From an optimization exercise on the open Yosys and OpenROAD flow, aimed at small area, a short achievable clock period and few clock cycles per item; shortcuts taken in it are not production practice.
At most, simulation tests tie the RTL to the original design; equivalence was not proved.
No functional check of the RTL was part of run 2.
Power is estimated from default activity; no workload was simulated.

==> design/flow/design.v <==
module mux2 #(parameter width = 16)
(
input sel,
input [width-1:0] a, b,
output logic [width-1:0] f
);
always_comb
begin
if (sel == 0)
f = a;
else
f = b;
end
endmodule
module mux4 #(parameter width = 16)
(
input [1:0] sel,
input [width-1:0] a, b, c, d,
output logic [width-1:0] f
);
always_comb
begin
if (sel == 2'b00)
f = a;
else if (sel == 2'b01)
f = b;
else if (sel == 2'b10)
f = c;
else
f = d;
end
endmodule
module register #(parameter width = 16)
(
    input clk,
    input load,
    input [width-1:0] in,
    output logic [width-1:0] out
);
logic [width-1:0] data;
always_ff @(posedge clk)
begin
    if (load)
    begin
        data <= in;
    end
end
always_comb
begin
    out = data;
end
endmodule
module array #(parameter width = 128, parameter has_reset = 0)
(
    input clk,
    input rst,
    input write,
    input logic [2:0] index,
    input [width-1:0] datain,
    output logic [width-1:0] dataout
);
logic [width-1:0] data [7:0];
always_ff @(posedge clk)
begin
    if (has_reset && rst)
    begin
        for (int i = 0; i < 8; i++)
        begin
            data[i] <= '0;
        end
    end
    else if (write == 1)
    begin
        data[index] <= datain;
    end
end
assign dataout = data[index];
endmodule
module cpudatainmux
(
	input [15:0] cpu_sel,
	input logic [127:0] dat_o_cpu,
	input logic [127:0] dat_i_cpu,
	output logic [127:0] cpudatainmux_out
);
mux2 #(.width (8)) cpudatainmux0
(
	.sel(cpu_sel[0]),
	.a(dat_o_cpu[7:0]), 
	.b(dat_i_cpu[7:0]),
	.f(cpudatainmux_out[7:0])
);
mux2 #(.width (8)) cpudatainmux1
(
	.sel(cpu_sel[1]),
	.a(dat_o_cpu[15:8]), 
	.b(dat_i_cpu[15:8]),
	.f(cpudatainmux_out[15:8])
);
mux2 #(.width (8)) cpudatainmux2
(
	.sel(cpu_sel[2]),
	.a(dat_o_cpu[23:16]), 
	.b(dat_i_cpu[23:16]),
	.f(cpudatainmux_out[23:16])
);
mux2 #(.width (8)) cpudatainmux3
(
	.sel(cpu_sel[3]),
	.a(dat_o_cpu[31:24]), 
	.b(dat_i_cpu[31:24]),
	.f(cpudatainmux_out[31:24])
);
mux2 #(.width (8)) cpudatainmux4
(
	.sel(cpu_sel[4]),
	.a(dat_o_cpu[39:32]), 
	.b(dat_i_cpu[39:32]),
	.f(cpudatainmux_out[39:32])
);
mux2 #(.width (8)) cpudatainmux5
(
	.sel(cpu_sel[5]),
	.a(dat_o_cpu[47:40]), 
	.b(dat_i_cpu[47:40]),
	.f(cpudatainmux_out[47:40])
);
mux2 #(.width (8)) cpudatainmux6
(
	.sel(cpu_sel[6]),
	.a(dat_o_cpu[55:48]), 
	.b(dat_i_cpu[55:48]),
	.f(cpudatainmux_out[55:48])
);
mux2 #(.width (8)) cpudatainmux7
(
	.sel(cpu_sel[7]),
	.a(dat_o_cpu[63:56]), 
	.b(dat_i_cpu[63:56]),
	.f(cpudatainmux_out[63:56])
);
mux2 #(.width (8)) cpudatainmux8
(
	.sel(cpu_sel[8]),
	.a(dat_o_cpu[71:64]), 
	.b(dat_i_cpu[71:64]),
	.f(cpudatainmux_out[71:64])
);
mux2 #(.width (8)) cpudatainmux9
(
	.sel(cpu_sel[9]),
	.a(dat_o_cpu[79:72]), 
	.b(dat_i_cpu[79:72]),
	.f(cpudatainmux_out[79:72])
);
mux2 #(.width (8)) cpudatainmux10
(
	.sel(cpu_sel[10]),
	.a(dat_o_cpu[87:80]), 
	.b(dat_i_cpu[87:80]),
	.f(cpudatainmux_out[87:80])
);
mux2 #(.width (8)) cpudatainmux11
(
	.sel(cpu_sel[11]),
	.a(dat_o_cpu[95:88]), 
	.b(dat_i_cpu[95:88]),
	.f(cpudatainmux_out[95:88])
);
mux2 #(.width (8)) cpudatainmux12
(
	.sel(cpu_sel[12]),
	.a(dat_o_cpu[103:96]), 
	.b(dat_i_cpu[103:96]),
	.f(cpudatainmux_out[103:96])
);
mux2 #(.width (8)) cpudatainmux13
(
	.sel(cpu_sel[13]),
	.a(dat_o_cpu[111:104]), 
	.b(dat_i_cpu[111:104]),
	.f(cpudatainmux_out[111:104])
);
mux2 #(.width (8)) cpudatainmux14
(
	.sel(cpu_sel[14]),
	.a(dat_o_cpu[119:112]), 
	.b(dat_i_cpu[119:112]),
	.f(cpudatainmux_out[119:112])
);
mux2 #(.width (8)) cpudatainmux15
(
	.sel(cpu_sel[15]),
	.a(dat_o_cpu[127:120]), 
	.b(dat_i_cpu[127:120]),
	.f(cpudatainmux_out[127:120])
);
endmodule
module cache_datapath
(
    input clk,
    input rst,
    input logic [15:0] adr_i_cpu_in,
	 input way0_write,
	 input v0_write,
	 input v0_in,
	 input dirty0_write,
	 input dirty0_in,
	 input way1_write,
	 input v1_write,
	 input v1_in,
	 input dirty1_write,
	 input dirty1_in,
	 input lru_write,
	 input lru_in,
	 output logic lru_out,
	 input datainmux_sel,
	 input memaddrmux_sel,
	 output logic dirty,
	 output logic hit,
	 output logic hit0,
	 output logic [127:0] dat_o_cpu,
	 input [15:0] cpu_sel,
	 input logic [127:0] dat_i_cpu_in,
	 output logic [127:0] dat_o_mem,
	 output logic [15:0] adr_o_mem,
	 input logic [127:0] dat_i_mem,
	 input load_mar,
	 input load_mdr,
	 input reginmux_sel,
	 input addrregmux_sel
);
logic [127:0] datainmux_out;
logic [127:0] data0_out;
logic [8:0] tag0_out;
logic valid0_out;
logic dirty0_out;
logic comp0_out;
logic [127:0] data1_out;
logic [8:0] tag1_out;
logic [8:0] tagmux_out;
logic valid1_out;
logic dirty1_out;
logic comp1_out;
logic hit1;
logic [15:0] write_back_addr;
logic [127:0] cpudatainmux_out;
logic [15:0] memaddrmux_out;
logic [127:0] memdatamux_out;
logic [15:0] adr_i_cpu;
logic [127:0] dat_i_cpu;
logic [15:0] mar_in;
logic [15:0] mar_out;
assign hit0 = (adr_i_cpu_in[15:7] == tag0_out) & valid0_out;
assign hit1 = (adr_i_cpu_in[15:7] == tag1_out) & valid1_out;
assign hit = hit0 | hit1;
assign write_back_addr = {tagmux_out,adr_i_cpu_in[6:4],4'b0000};
assign adr_o_mem = mar_out;
array #(.width(128)) data0
(
    .clk(clk),
    .rst(rst),
    .write(way0_write),
    .index(adr_i_cpu[6:4]),
    .datain(datainmux_out),
    .dataout(data0_out)
);
array #(.width(9)) tag0
(
    .clk(clk),
    .rst(rst),
    .write(way0_write),
    .index(adr_i_cpu[6:4]),
    .datain(adr_i_cpu[15:7]),
    .dataout(tag0_out)
);
array #(.width(1), .has_reset(1)) valid0
(
    .clk(clk),
    .rst(rst),
    .write(v0_write),
    .index(adr_i_cpu[6:4]),
    .datain(v0_in),
    .dataout(valid0_out)
);
array #(.width(1), .has_reset(1)) dirty0
(
    .clk(clk),
    .rst(rst),
    .write(dirty0_write),
    .index(adr_i_cpu[6:4]),
    .datain(dirty0_in),
    .dataout(dirty0_out)
);
array #(.width(128)) data1
(
    .clk(clk),
    .rst(rst),
    .write(way1_write),
    .index(adr_i_cpu[6:4]),
    .datain(datainmux_out),
    .dataout(data1_out)
);
array #(.width(9)) tag1
(
    .clk(clk),
    .rst(rst),
    .write(way1_write),
    .index(adr_i_cpu[6:4]),
    .datain(adr_i_cpu[15:7]),
    .dataout(tag1_out)
);
array #(.width(1), .has_reset(1)) valid1
(
    .clk(clk),
    .rst(rst),
    .write(v1_write),
    .index(adr_i_cpu[6:4]),
    .datain(v1_in),
    .dataout(valid1_out)
);
array #(.width(1), .has_reset(1)) dirty1
(
    .clk(clk),
    .rst(rst),
    .write(dirty1_write),
    .index(adr_i_cpu[6:4]),
    .datain(dirty1_in),
    .dataout(dirty1_out)
);
array #(.width(1), .has_reset(1)) lru
(
    .clk(clk),
    .rst(rst),
    .write(lru_write),
    .index(adr_i_cpu[6:4]),
    .datain(lru_in),
    .dataout(lru_out)
);
mux2 #(.width (128)) cpudatamux
(
	.sel(hit0),
	.a(data1_out), 
	.b(data0_out),
	.f(dat_o_cpu)
);
mux2 #(.width (128)) memdatamux
(
	.sel(lru_out),
	.a(data0_out), 
	.b(data1_out),
	.f(dat_o_mem)
);
mux2 #(.width (9)) tagmux
(
	.sel(lru_out),
	.a(tag0_out), 
	.b(tag1_out),
	.f(tagmux_out)
);
mux2 #(.width (1)) dirtymux
(
	.sel(lru_out),
	.a(dirty0_out), 
	.b(dirty1_out),
	.f(dirty)
);
mux2 #(.width (128)) datainmux
(
	.sel(datainmux_sel),
	.a(dat_i_mem), 
	.b(cpudatainmux_out),
	.f(datainmux_out)
);
cpudatainmux cpudatainmux1
(
	.cpu_sel,
	.dat_o_cpu,
	.dat_i_cpu,
	.cpudatainmux_out
);
assign dat_i_cpu = dat_i_cpu_in;
register #(.width(16)) mar
(
    .clk(clk),
    .load(load_mar),
    .in(mar_in),
    .out(mar_out)
);
mux2 #(.width (16)) addrregmux
(
	.sel(addrregmux_sel),
	.a(adr_i_cpu_in), 
	.b(mar_out),
	.f(adr_i_cpu)
);
mux2 #(.width (16)) reginmux
(
	.sel(reginmux_sel),
	.a(adr_i_cpu_in), 
	.b(write_back_addr),
	.f(mar_in)
);
endmodule
module cache_control
(
	 input clk,
	 input rst,
	 output logic way0_write,
	 output logic v0_write,
	 output logic v0_in,
	 output logic dirty0_write,
	 output logic dirty0_in,
	 output logic way1_write,
	 output logic v1_write,
	 output logic v1_in,
	 output logic dirty1_write,
	 output logic dirty1_in,
	 output logic lru_write,
	 output logic lru_in,
	 input lru_out,
	 output logic datainmux_sel,
	 output logic memaddrmux_sel,
	 input dirty,
	 input hit,
	 input hit0,
	 input mem_ack,
	 input mem_rty,
	 output logic mem_cyc,
	 output logic mem_stb,
	 output logic mem_we,
	 input cpu_cyc,
	 input cpu_stb,
	 input cpu_we,
	 output logic cpu_ack,
	 output logic load_mdr,
	 output logic reginmux_sel,
	 output logic addrregmux_sel,
	 output logic load_mar
);
localparam [1:0] hit_idle   = 2'd0,
                 allocate   = 2'd1,
                 write_back = 2'd2,
                 strobe     = 2'd3;
logic [1:0] state, next_states;
always_comb
begin : state_actions
	 way0_write = 1'b0;
	 v0_write = 1'b0;
	 v0_in = 1'b0;
	 dirty0_write= 1'b0;
	 dirty0_in= 1'b0;
	 way1_write = 1'b0;
	 v1_write= 1'b0;
	 v1_in= 1'b0;
	 dirty1_write= 1'b0;
	 dirty1_in= 1'b0;
	 lru_write= 1'b0;
	 lru_in = 1'b0;
	 datainmux_sel= 1'b0;
	 memaddrmux_sel= 1'b0;
	 mem_cyc = 1'b0;
	 mem_stb = 1'b0;
	 mem_we = 1'b0;
	 cpu_ack = 1'b0;
	load_mdr = (cpu_cyc & cpu_stb);
	addrregmux_sel = 1'b0;
	 case(state)
		hit_idle: begin
			if (cpu_cyc & cpu_stb  & hit ) begin
				if (hit0) begin
					lru_in = 1;
					lru_write = 1;
				end
				else begin
					lru_in = 0;
					lru_write = 1;
				end
				if (cpu_we) begin
					datainmux_sel = 1;
					if(hit0) begin
						way0_write = 1;
						v0_write = 1;
						v0_in = 1;
						dirty0_write= 1;
						dirty0_in= 1;
					end
					else begin
						way1_write = 1;
						v1_write = 1;
						v1_in = 1;
						dirty1_write= 1;
						dirty1_in= 1;
					end
				end
				cpu_ack = 1'b1;
			end
		end
		allocate: begin
			mem_cyc = 1;
			mem_stb = 1;
			mem_we = 0;
			addrregmux_sel = 1;
			if(lru_out == 0) begin
				way0_write = 1;
				v0_write = 1;
				v0_in = 1;
				dirty0_write= 1;
				dirty0_in= 0;
			end
			else begin
				way1_write = 1;
				v1_write = 1;
				v1_in = 1;
				dirty1_write= 1;
				dirty1_in= 0;
			end
		end
		write_back: begin
		addrregmux_sel = 1;
			memaddrmux_sel = 1;
			mem_we = 1;
			mem_cyc = 1;
			mem_stb = 1;
		end
		strobe: begin
			mem_cyc = 0;
			mem_stb = 0;
		end
		default:  ;
	endcase
end
always_comb
begin : next_state_logic
	  next_states = state;
	  reginmux_sel = 0;
	  load_mar = 0;
	  case(state)
		hit_idle:	
			if(cpu_cyc & cpu_stb) begin
					if(hit == 1) next_states = hit_idle;
						else begin 
							load_mar = 1;
							if(dirty == 0) 
							begin
								next_states = allocate;
							end
							else 
							begin
								next_states = write_back;
								reginmux_sel = 1;
							end
						end
			end
		allocate: if (mem_ack == 0) next_states = allocate;
						else next_states = hit_idle;
		write_back: if (mem_ack == 0) next_states = write_back;
						else next_states = strobe;
		strobe: begin
			load_mar = 1;
			next_states = allocate;
		end
	endcase
end
always_ff @(posedge clk)
begin: next_state_assignment
	 if (rst)
		state <= hit_idle;
	 else
		state <= next_states;
end
endmodule
module cache
(
    input clk,
    input rst,
    input  [11:0]  cpu_adr,
    input  [127:0] cpu_dat_m,
    input  [15:0]  cpu_sel,
    input          cpu_cyc,
    input          cpu_stb,
    input          cpu_we,
    output [127:0] cpu_dat_s,
    output         cpu_ack,
    output         cpu_rty,
    output [11:0]  mem_adr,
    output [127:0] mem_dat_m,
    output [15:0]  mem_sel,
    output         mem_cyc,
    output         mem_stb,
    output         mem_we,
    input  [127:0] mem_dat_s,
    input          mem_ack,
    input          mem_rty
);
logic way0_write;
logic v0_write;
logic v0_in;
logic dirty0_write;
logic dirty0_in;
logic way1_write;
logic v1_write;
logic v1_in;
logic dirty1_write;
logic dirty1_in;
logic lru_write;
logic lru_in;
logic lru_out;
logic datainmux_sel;
logic memaddrmux_sel;
logic dirty;
logic hit;
logic hit0;
logic load_mar;
logic load_mdr;
logic [15:0] adr_i_cpu;
logic [15:0] adr_o_mem;
logic reginmux_sel;
logic addrregmux_sel;
assign cpu_rty = cpu_stb & cpu_cyc & (!cpu_ack);
assign adr_i_cpu = {cpu_adr,4'b0000};
assign mem_sel = 16'b1111111111111111;
assign mem_adr = adr_o_mem[15:4];
cache_control cache_controller
(
	 .clk(clk),
	 .rst(rst),
	 .way0_write,
	 .v0_write,
	 .v0_in,
	 .dirty0_write,
	 .dirty0_in,
	 .way1_write,
	 .v1_write,
	 .v1_in,
	 .dirty1_write,
	 .dirty1_in,
	 .lru_write,
	 .lru_in,
	 .lru_out,
	 .datainmux_sel,
	 .memaddrmux_sel,
	 .dirty,
	 .hit,
	 .hit0,
	 .mem_ack,
	 .mem_rty,
	 .mem_cyc,
	 .mem_stb,
	 .mem_we,
	 .cpu_cyc,
	 .cpu_stb,
	 .cpu_we,
	 .cpu_ack,
	 .load_mar,
	 .load_mdr,
	 .reginmux_sel,
	 .addrregmux_sel
);
cache_datapath cache_datapath1
(
    .clk(clk),
    .rst(rst),
    .adr_i_cpu_in(adr_i_cpu),
	 .way0_write,
	 .v0_write,
	 .v0_in,
	 .dirty0_write,
	 .dirty0_in,
	 .way1_write,
	 .v1_write,
	 .v1_in,
	 .dirty1_write,
	 .dirty1_in,
	 .lru_write,
	 .lru_in,
	 .lru_out,
	 .datainmux_sel,
	 .memaddrmux_sel,
	 .dirty,
	 .hit,
	 .hit0,
	 .dat_o_cpu(cpu_dat_s),
	 .cpu_sel,
	 .dat_i_cpu_in(cpu_dat_m),
	 .dat_o_mem(mem_dat_m),
	 .adr_o_mem,
	 .dat_i_mem(mem_dat_s),
	 .load_mar,
	 .load_mdr,
	 .reginmux_sel,
	 .addrregmux_sel
);
endmodule
==> design/flow/run.sh <==
#!/bin/bash
# synth_recipe.tcl (not shown) runs the flow's synth.tcl, then flattens the netlist and writes it again
# the make line also repeats each setting of config.mk as NAME=value (left out here)
make -C /OpenROAD-flow-scripts/flow DESIGN_CONFIG=/design/flow/config.mk WORK_HOME=/design/flow/orfs CLKGATE_MAP_FILE= SYNTH_SCRIPT=/design/flow/synth_recipe.tcl finish
==> design/flow/config.mk <==
export PLATFORM = sky130hd
export DESIGN_NAME = cache
export DESIGN_NICKNAME = cache
export VERILOG_FILES = /design/flow/design.v
export SDC_FILE = /design/flow/constraint.sdc
export NUM_CORES = 4
export LEC_CHECK = 0
export CAP_MARGIN = 20
export CORE_MARGIN = 2
export CORE_UTILIZATION = 40
export PLACE_DENSITY = 0.6
export SETUP_SLACK_MARGIN = 0.2
export SLEW_MARGIN = 20
==> design/flow/constraint.sdc <==
create_clock -name core_clock -period 7.5 [get_ports {clk}]
set_input_delay 1.5000 -clock core_clock [delete_from_list [all_inputs] [get_ports {clk}]]
set_output_delay 1.5000 -clock core_clock [all_outputs]
set_load 0.01 [all_outputs]
==> impl_metrics.yaml, run 1 <==
cts:
  clockBufferDepth: 3
  cts_sinks: 2246
  h-tree-depth: 4
  cts_tree: "built"
  cts.clk_slew.worst_paths_ps: 60
  cts_root_buf: "clkbuf_16"
  cts-buffers-inserted: 230
  clock_latency_ps: 910
timing:
  max_slew_margin_pct: 16.4
  whs_ps: 446
  period_share_pct: 96.0
  fin_crit_ps: 7200
  setup_tns_ps: 0
  drv_slew: 0
  finClkSkew_ps: 46.1
  setup_violations: 0
  clock.fmax_mhz: 139
  worst_pin_slew_ps: 1250
  grt_setup_unrepaired: "false"
  finalHoldViolations: 0
placement:
  dp_cells: 12100
  place_congestion: 0.857
  dp_hpwl_um: 244000
  port_buffers: 562
  placed_cell_area_mm2: 0.117
die:
  io_pins: 580
  fp.dieW_um: 519
  die_h_um: 519
  design.core.area_mm2: 0.264
  start_util_pct: 40.1
  num_rows: 189
  fp.dieArea_mm2: 0.269
yosys:
  ys_types: 86
  synth_fa_ha_area_share_pct: 0.0590
  synth_edf_count: 2228
  syn_inst: 8487
  synth_top_family_by_area: "compound AO/OA/AOI/OAI gates"
  synth_warnings: 10
  synth_compound_area_share_pct: 15.6
  syn_area_mm2: 0.106
  synthSimpleGateAreaFrac_pct: 14.4
  avgSynthCellArea_um2: 12.5
  ys.flop_type: "edfxtp_1"
  muxShareOfSynthArea_pct: 1.69
  synth-seq-cells: 2246
  yosysSeqAreaShare_pct: 63.4
  yosys.area_share.xor_xnor_pct: 0.0496
  synthArstFlopShare_pct: 0
power_and_ir_drop:
  p_sw_uw: 13100
  irDropWorstVdd_mv: 0.317
  p_comb_share_pct: 31.8
  static-leakage-power_uw: 0.0424
  switching_share_pct: 35.6
  intPower_uw: 23700
  power_density_mw_per_mm2: 294
  power_frac_seq_pct: 37.7
  clockPowerShare_pct: 30.5
detailed_routing:
  vias: 84100
  drt_iter0_markers: 13700
  routed_wl_um: 426000
  wl_per_cell_um: 33.9
  via_per_inst: 6.68
  drc: 0
  firstDrtPassIters: 10
  ant_nets: 0
global_route:
  globalRouteMet2Util_pct: 47.7
  grt_use_total_pct: 30.7
  grt_max_degree: 141
  grt_overflow_total: 0
  grt_use_met3_pct: 7.02
  antenna_found_initial: 10
  grt_pass1_vias: 82400
  grt_pass1_wl_um: 602000
  busiest_layer: "met2"
  gr-usage-met1_pct: 41.4
worst_setup_path:
  arrival_ps: 5700
  cp_cell_sequence: "dlygate4sd2_1, mux2_8, mux2i_2, a32o_1, nor3_1, nand4b_1, or4_4, buf_12, buf_4, o21ai_0, a21boi_0, clkdlybuf4s50_1"
  cp_slowest_cell: "or4_4"
  cp_max_fo: 41
  critPathKind: "in -> out"
  critPathLaunchType: "input pin"
  cp_slowest_stage_delay_ps: 620
  cp-end-kind: "primary output"
  crit_start: "cpu_adr[0]"
  rrSetupSlack_ps: 1520
  cp.required_ps: 6000
  r2r-start: "cache_controller.state[1]"
layout:
  final_cell_mix: "edfxtp_1 (2228), nor3_1 (1915), clkdlybuf4s50_1 (549)"
  syn_to_final_growth_pct: 17.9
  nets: 9146
  drive_gt1_share_pct: 14.1
  stdcell_count: 12600
  layout_commonest_cell: "edfxtp_1"
  final_area_mm2: 0.125
min_path:
  hp-class: "reg -> reg"
  hold_start: "cache_datapath1.valid1.data[6]"
flow_run:
  maxCapViolations: 0
outcome:
  status: "timing/DRC/antenna clean"
registers in the layout, summed over array words and instances (netlist names), named ones only:
name                         cells
cache_datapath1.data0.data    1024
cache_datapath1.data1.data    1024
cache_datapath1.tag0.data       72
cache_datapath1.tag1.data       72
cache_datapath1.mar.data        12
cache_datapath1.dirty0.data      8
cache_datapath1.dirty1.data      8
cache_datapath1.lru.data         8
cache_datapath1.valid0.data      8
cache_datapath1.valid1.data      8
cache_controller.state           1
cell type report:
class / instances / area [um^2]
inverter: 40 / 218
clock buffer: 282 / 6010
sequential: 2246 / 67300
timing repair buffer: 1123 / 11500
fill: 23600 / 139000
antenna: 9 / 22.5
multi-input combinational: 5209 / 34400
tap: 3533 / 4420
clock inverter: 139 / 1220
critical path: cells and delay by family:
family	cells	cell delay [ps]
compound gates	3	800
buf+inv	4	1580
mux	2	790
simple gates	3	940
metrics by stage:
step / utilization, % / setup WS, ps / total power (uW)
CTS: 47.2 / 128 / 36400
global route: 47.3 / 200 / 37500
floorplan: - / 346 / 19300
detailed placement: 44.4 / -203 / 25200
global placement: 44.4 / -235 / 25200
finish: 47.3 / 304 / 36700
kinds of logic after synthesis:
family	count (synthesis)
simple gates	3125
flops	2246
compound gates	1879
buf+inv	1049
mux	176
xor+xnor	6
fa+ha+maj	5
other cells	1
worst paths after layout:
path                                        to  cells past startpoint
max reg2reg  cache_datapath1.data1.data[0][58]                     18
min reg2reg     cache_datapath1.valid1.data[6]                      2
max                              cpu_dat_s[86]                     12
min             cache_datapath1.valid1.data[6]                      2
power by group through the flow:
| stage | clock, uW | sequential, uW | combinational (uW) |
|---|---|---|---|
| floorplan | 0 | 14100 | 5230 |
| global placement | 0 | 14100 | 11100 |
| detailed placement | 0 | 14100 | 11100 |
| CTS | 11200 | 13800 | 11300 |
| global route | 11700 | 13800 | 12000 |
| finish | 11200 | 13800 | 11700 |
synth_stat cells (161+ instances only):
cell type	n	area (um^2)
nand2_1	441	1660
edfxtp_1	2228	66900
buf_2	251	1260
a22oi_1	384	2880
a222oi_1	346	3460
nor3_1	1916	9590
o21ai_0	192	961
clkbuf_1	498	1870
a211oi_1	178	1340
mux2i_1	162	1620
nor2_1	443	1660
a21oi_1	161	806
layer usage:
layer	vias to the layer above	routed length (um)
met5	-	0
met4	0	19200
met3	989	56600
met2	6479	191000
met1	42100	159000
li1	34500	-
repair_timing:
action	CTS	global route
hold buffers	0	0
setup endpoints to repair	131	101
hold endpoints to repair	0	0
pin swaps	3	3
gates resized for setup	10	14
gates cloned	2	1
setup buffers	10	5
Testbench counts, summed over its fixed seeds: cycles 104,105, items 32,000.
==> run 2, diff against run 1 <==
==> design/flow/design.v (replaced) <==
module cache
(
    input clk,
    input rst,
    input  [11:0]  cpu_adr,
    input  [127:0] cpu_dat_m,
    input  [15:0]  cpu_sel,
    input          cpu_cyc,
    input          cpu_stb,
    input          cpu_we,
    output [127:0] cpu_dat_s,
    output         cpu_ack,
    output         cpu_rty,
    output [11:0]  mem_adr,
    output [127:0] mem_dat_m,
    output [15:0]  mem_sel,
    output         mem_cyc,
    output         mem_stb,
    output         mem_we,
    input  [127:0] mem_dat_s,
    input          mem_ack,
    input          mem_rty
);
logic [127:0] data_q [16];
logic [8:0]   tag_q  [16];
logic [15:0]  val_q;
logic [15:0]  dty_q;
logic [7:0]   lru_q;           
logic         ack_q;           
logic         wb_q;            
logic         fill_q;          
logic         way_q;           
logic [2:0]   sidx_q;          
logic [15:0]  rsel_q;          
logic [11:0]  madr_q;          
wire req  = cpu_cyc & cpu_stb;
wire idle = ~ack_q & ~wb_q & ~fill_q;
wire [2:0] set = cpu_adr[2:0];
wire [8:0] tg  = cpu_adr[11:3];
wire m0  = val_q[{1'b0, set}] & (tag_q[{1'b0, set}] == tg);
wire m1  = val_q[{1'b1, set}] & (tag_q[{1'b1, set}] == tg);
wire hit = m0 | m1;
wire vw  = lru_q[set];
wire vd  = dty_q[{vw, set}];
wire [8:0] vtag = tag_q[{vw, set}];
wire lway = hit ? m1 : vw;
wire wr_hit  = ack_q & cpu_we;
wire wr_fill = fill_q & mem_ack;
wire [3:0] wline = {way_q, sidx_q};
logic [15:0]  be;
logic [127:0] wd;
always_comb begin
    for (int b = 0; b < 16; b++) begin
        be[b] = fill_q | cpu_sel[b];
        wd[8*b +: 8] = (fill_q & ~(cpu_we & cpu_sel[b])) ? mem_dat_s[8*b +: 8]
                                                         : cpu_dat_m[8*b +: 8];
    end
end
always_ff @(posedge clk) begin
    for (int l = 0; l < 16; l++)
        for (int b = 0; b < 16; b++)
            if ((wr_hit | wr_fill) && wline == l[3:0] && be[b])
                data_q[l][8*b +: 8] <= wd[8*b +: 8];
end
always_ff @(posedge clk) begin
    if (wr_fill)
        tag_q[wline] <= madr_q[11:3];
end
always_ff @(posedge clk) begin
    if (rst) begin
        val_q <= '0;
        dty_q <= '0;
        lru_q <= '0;
    end else begin
        if (wr_fill) begin
            val_q[wline] <= 1'b1;
            dty_q[wline] <= cpu_we;
        end else if (wr_hit) begin
            dty_q[wline] <= 1'b1;
        end
        if (ack_q | wr_fill)
            lru_q[sidx_q] <= ~way_q;
    end
end
always_ff @(posedge clk) begin
    if (rst) begin
        ack_q  <= 1'b0;
        wb_q   <= 1'b0;
        fill_q <= 1'b0;
        rsel_q <= '0;
    end else if (idle) begin
        ack_q  <= req & hit;
        wb_q   <= req & ~hit & vd;
        fill_q <= req & ~hit & ~vd;
        rsel_q <= (req & (hit | vd)) ? (16'd1 << {lway, set}) : 16'd0;
    end else if (ack_q) begin
        ack_q  <= 1'b0;
        rsel_q <= '0;
    end else if (wb_q) begin
        if (mem_ack) begin
            wb_q   <= 1'b0;
            fill_q <= 1'b1;
            rsel_q <= '0;
        end
    end else if (fill_q) begin
        if (mem_ack)
            fill_q <= 1'b0;
    end
end
always_ff @(posedge clk) begin
    if (idle) begin
        way_q  <= lway;
        sidx_q <= set;
        madr_q <= vd ? {vtag, set} : cpu_adr;
    end else if (wb_q & mem_ack) begin
        madr_q <= cpu_adr;
    end
end
logic [127:0] dout;
always_comb begin
    dout = {128{fill_q}} & mem_dat_s;
    for (int l = 0; l < 16; l++)
        dout = dout | ({128{rsel_q[l]}} & data_q[l]);
end
wire ackc = ack_q | (fill_q & mem_ack);
assign cpu_ack   = req & ackc;
assign cpu_rty   = req & ~ackc;
assign cpu_dat_s = dout;
assign mem_adr   = madr_q;
assign mem_dat_m = dout;
assign mem_sel   = 16'hffff;
assign mem_cyc   = wb_q | fill_q;
assign mem_stb   = wb_q | fill_q;
assign mem_we    = wb_q;
endmodule
==> run 2 against run 1 <==
Compared with the run above: flip-flop and latch count grew 21; largest cell class unchanged; critical endpoint is now cpu_dat_s[60]; synthesized area down 19%; highest routed layer is now met5; clock-buffer cell count decreased by 8; total power is 29% lower; still clean on timing, DRC and antenna; worst hold slack improved by 2.7 ps.
==> impl_metrics.yaml, run 2 <==
outcome:
  status: "timing/DRC/antenna clean"
yosys:
  synth_top_cell_area_share_pct: 77.1
  synth_edf_count: 2208
  yosysSeqAreaShare_pct: 78.5
  syn_area_mm2: 0.0860
  ys_types: 57
  synth.area.top_cells: "edfxtp_1 (77%), a22oi_1 (7.0%), mux2_2 (1.9%)"
  syn_inst: 5087
  synth-seq-cells: 2267
  avgSynthCellArea_um2: 16.9
  synth_area_leader_cell: "edfxtp_1"
  synth_warnings: 2
  synth_commonest_cells: "edfxtp_1 (2208), a22oi_1 (804), nor2_1 (426)"
  synthArstFlopShare_pct: 0
  ys.flop_type: "edfxtp_1"
  yosysMostFrequentCell: "edfxtp_1"
power_and_ir_drop:
  p_comb_share_pct: 4.1
  power_density_mw_per_mm2: 258
  switching_share_pct: 21.4
  power_frac_seq_pct: 54.0
  intPower_uw: 20500
  p_sw_uw: 5560
  irDropWorstVdd_mv: 0.235
  static-leakage-power_uw: 0.0319
  clockPowerShare_pct: 41.9
cts:
  cts.clk_slew.worst_paths_ps: 60
  cts-buffers-inserted: 225
  postCtsHoldBufs: 0
  cts_root_buf: "clkbuf_16"
  clock_latency_ps: 860
  h-tree-depth: 4
  cts_setup_buffers: 0
  clockBufferDepth: 3
  cts_sinks: 2267
  cts_tree: "built"
  ctsResizeCount: 0
placement:
  place_congestion: 0.846
  dp_hpwl_um: 154000
  placed_cell_area_mm2: 0.0937
  port_buffers: 562
  dp_cells: 8097
global_route:
  grt_use_total_pct: 23.4
  grt_overflow_total: 0
  grt_pass1_vias: 50200
  grt_pass1_wl_um: 367000
  antenna_found_initial: 13
  grt_max_degree: 109
detailed_routing:
  drt_iter0_markers: 7487
  met3_length_um: 25700
  routed_wl_um: 262000
  wl_per_cell_um: 30.8
  ant_nets: 0
  firstDrtPassIters: 6
  top_layer: "met5"
  vias: 51200
  drc: 0
  wl_met1_um: 105000
  via_per_inst: 6.01
  route.met2.wl_um: 123000
timing:
  finClkSkew_ps: 66.1
  max_slew_margin_pct: 18.3
  worst_pin_slew_ps: 1230
  fin_crit_ps: 5510
  clock.fmax_mhz: 181
  finalHoldViolations: 0
  period_share_pct: 73.5
  grt_setup_unrepaired: "false"
  drv_slew: 0
  setup_tns_ps: 0
  setup_violations: 0
layout:
  largest_reg_flops: 2048
  stdcell_count: 8525
  final_area_mm2: 0.101
  layout_commonest_cell: "edfxtp_1"
  syn_to_final_growth_pct: 17.2
  top_regs: "data_q (2048), tag_q (144)"
  regMostFlops: "data_q"
  nets: 5785
  num-fill-cells: 18100
  final_cell_mix: "edfxtp_1 (2208), a22oi_1 (804), clkdlybuf4s50_1 (559)"
  drive_gt1_share_pct: 10.7
worst_setup_path:
  critPathKind: "reg -> out"
  cp_max_fo: 108
  arrival_ps: 4010
  critPathLaunchType: "flop"
  cp-end-kind: "primary output"
  cp.required_ps: 6000
die:
  start_util_pct: 40.1
  die_h_um: 468
  io_pins: 580
  design.core.area_mm2: 0.214
  fp.dieArea_mm2: 0.219
  fp.dieW_um: 468
  num_rows: 170
flow_run:
  maxCapViolations: 0
min_path:
  hp-class: "reg -> reg"
## run 2: cell type report
| cell class | instances | area (um^2) | area share (%) |
|---|---|---|---|
| well taps | 2838 | 3550 | 3.52 |
| inverters | 8 | 30.0 | 0.0298 |
| diodes | 5 | 12.5 | 0.0124 |
| repair buffers | 617 | 6240 | 6.19 |
| multi-input cells | 2368 | 16400 | 16.2 |
| clock buffers | 274 | 5840 | 5.79 |
| clock inverters | 148 | 1260 | 1.25 |
| flip-flops and latches | 2267 | 67500 | 67.0 |
## run 2: power by group through the flow
| stage | Combinational (uW) | Sequential [uW] | Clock (uW) |
|---|---|---|---|
| final | 1070 | 14100 | 10900 |
| after global routing | 1140 | 14100 | 11500 |
| after CTS | 1060 | 14100 | 11000 |
| after detailed placement | 1060 | 14300 | 0 |
| after global placement | 1040 | 14300 | 0 |
| after floorplan | 509 | 14300 | 0 |
## run 2: routing by layer
layer  track usage [%]  vias to the layer above
li1                  -                    21400
met1              32.0                    26400
met2              37.0                     2991
met3              5.02                      465
met4              8.52                        2
met5                 0                        -
## run 2: cells by family (layout without fill, tap and decap cells)
kind of cell | Yosys count | in the layout | synth area share [%]
XOR/XNOR | 18 | 18 | 0.183
multiplexers | 207 | 207 | 2.99
buffers and inverters | 467 | 1047 | 2.71
flip-flops | 2267 | 2267 | 78.5
other | 1 | 21 | 0.00436
adder cells (fa/ha/maj) | 7 | 7 | 0.102
AO/OA/AOI/OAI | 1166 | 1166 | 10.6
AND/OR/NAND/NOR | 954 | 954 | 4.93
## run 2: worst paths after layout
path	start	cells after the start	to	slack [ps]
max	fill_q	6	cpu_dat_s[60]	1990
min	val_q[0]	2	val_q[0]	450
max reg2reg	fill_q	7	data_q[8][79]	2810
min reg2reg	val_q[0]	2	val_q[0]	450
## run 2: stage by stage
step | util (%) | total power [uW] | setup WS [ps] | hold WS (ps)
after floorplan | - | 14800 | 3410 | 423
after global placement | 43.7 | 15400 | 2040 | 439
after detailed placement | 43.7 | 15400 | 2000 | 442
after CTS | 47.0 | 26100 | 1920 | 451
after global routing | 47.1 | 26700 | 1760 | 473
final | 47.1 | 26000 | 1990 | 448
## run 2: worst max-delay path: stages (launching register included)
cell,delay (ps)
dfxtp_4,350
buf_12,510
buf_4,830
a22oi_1,240
and3_1,260
nand3_1,230
clkdlybuf4s50_1,600

==> port drivers added, routing unchanged <==
The flow's constraints put no driver on any port. The routed layouts listed below were extracted and timed again, unchanged, in two steps.
Step 1 assumes that a clkbuf_16 drives the clock port and a buf_2 every other input.
Step 2 adds t to the input delays and takes it off the output delays; t is the mean of the earliest and latest rising clock arrival at the registers after step 1. Input paths then give back, and output paths get back, about the clock's delay inside the block.
Three values: ideal, step 1, step 2; two values: the first two.
| run | t (ns) | setup WS [ns] | worst setup path after step 2 |
|---|---|---|---|
| run 1 | 0.986 | 0.304 / 0.247 / 0.271 | input to output |
| run 2 | 0.922 | 1.987 / 1.903 / 1.751 | input to register |
After both steps setup and hold are still met in every run listed. The setup slack of run 2, which loses most, moves by -0.084 ns with the drivers and by -0.236 ns with both steps.
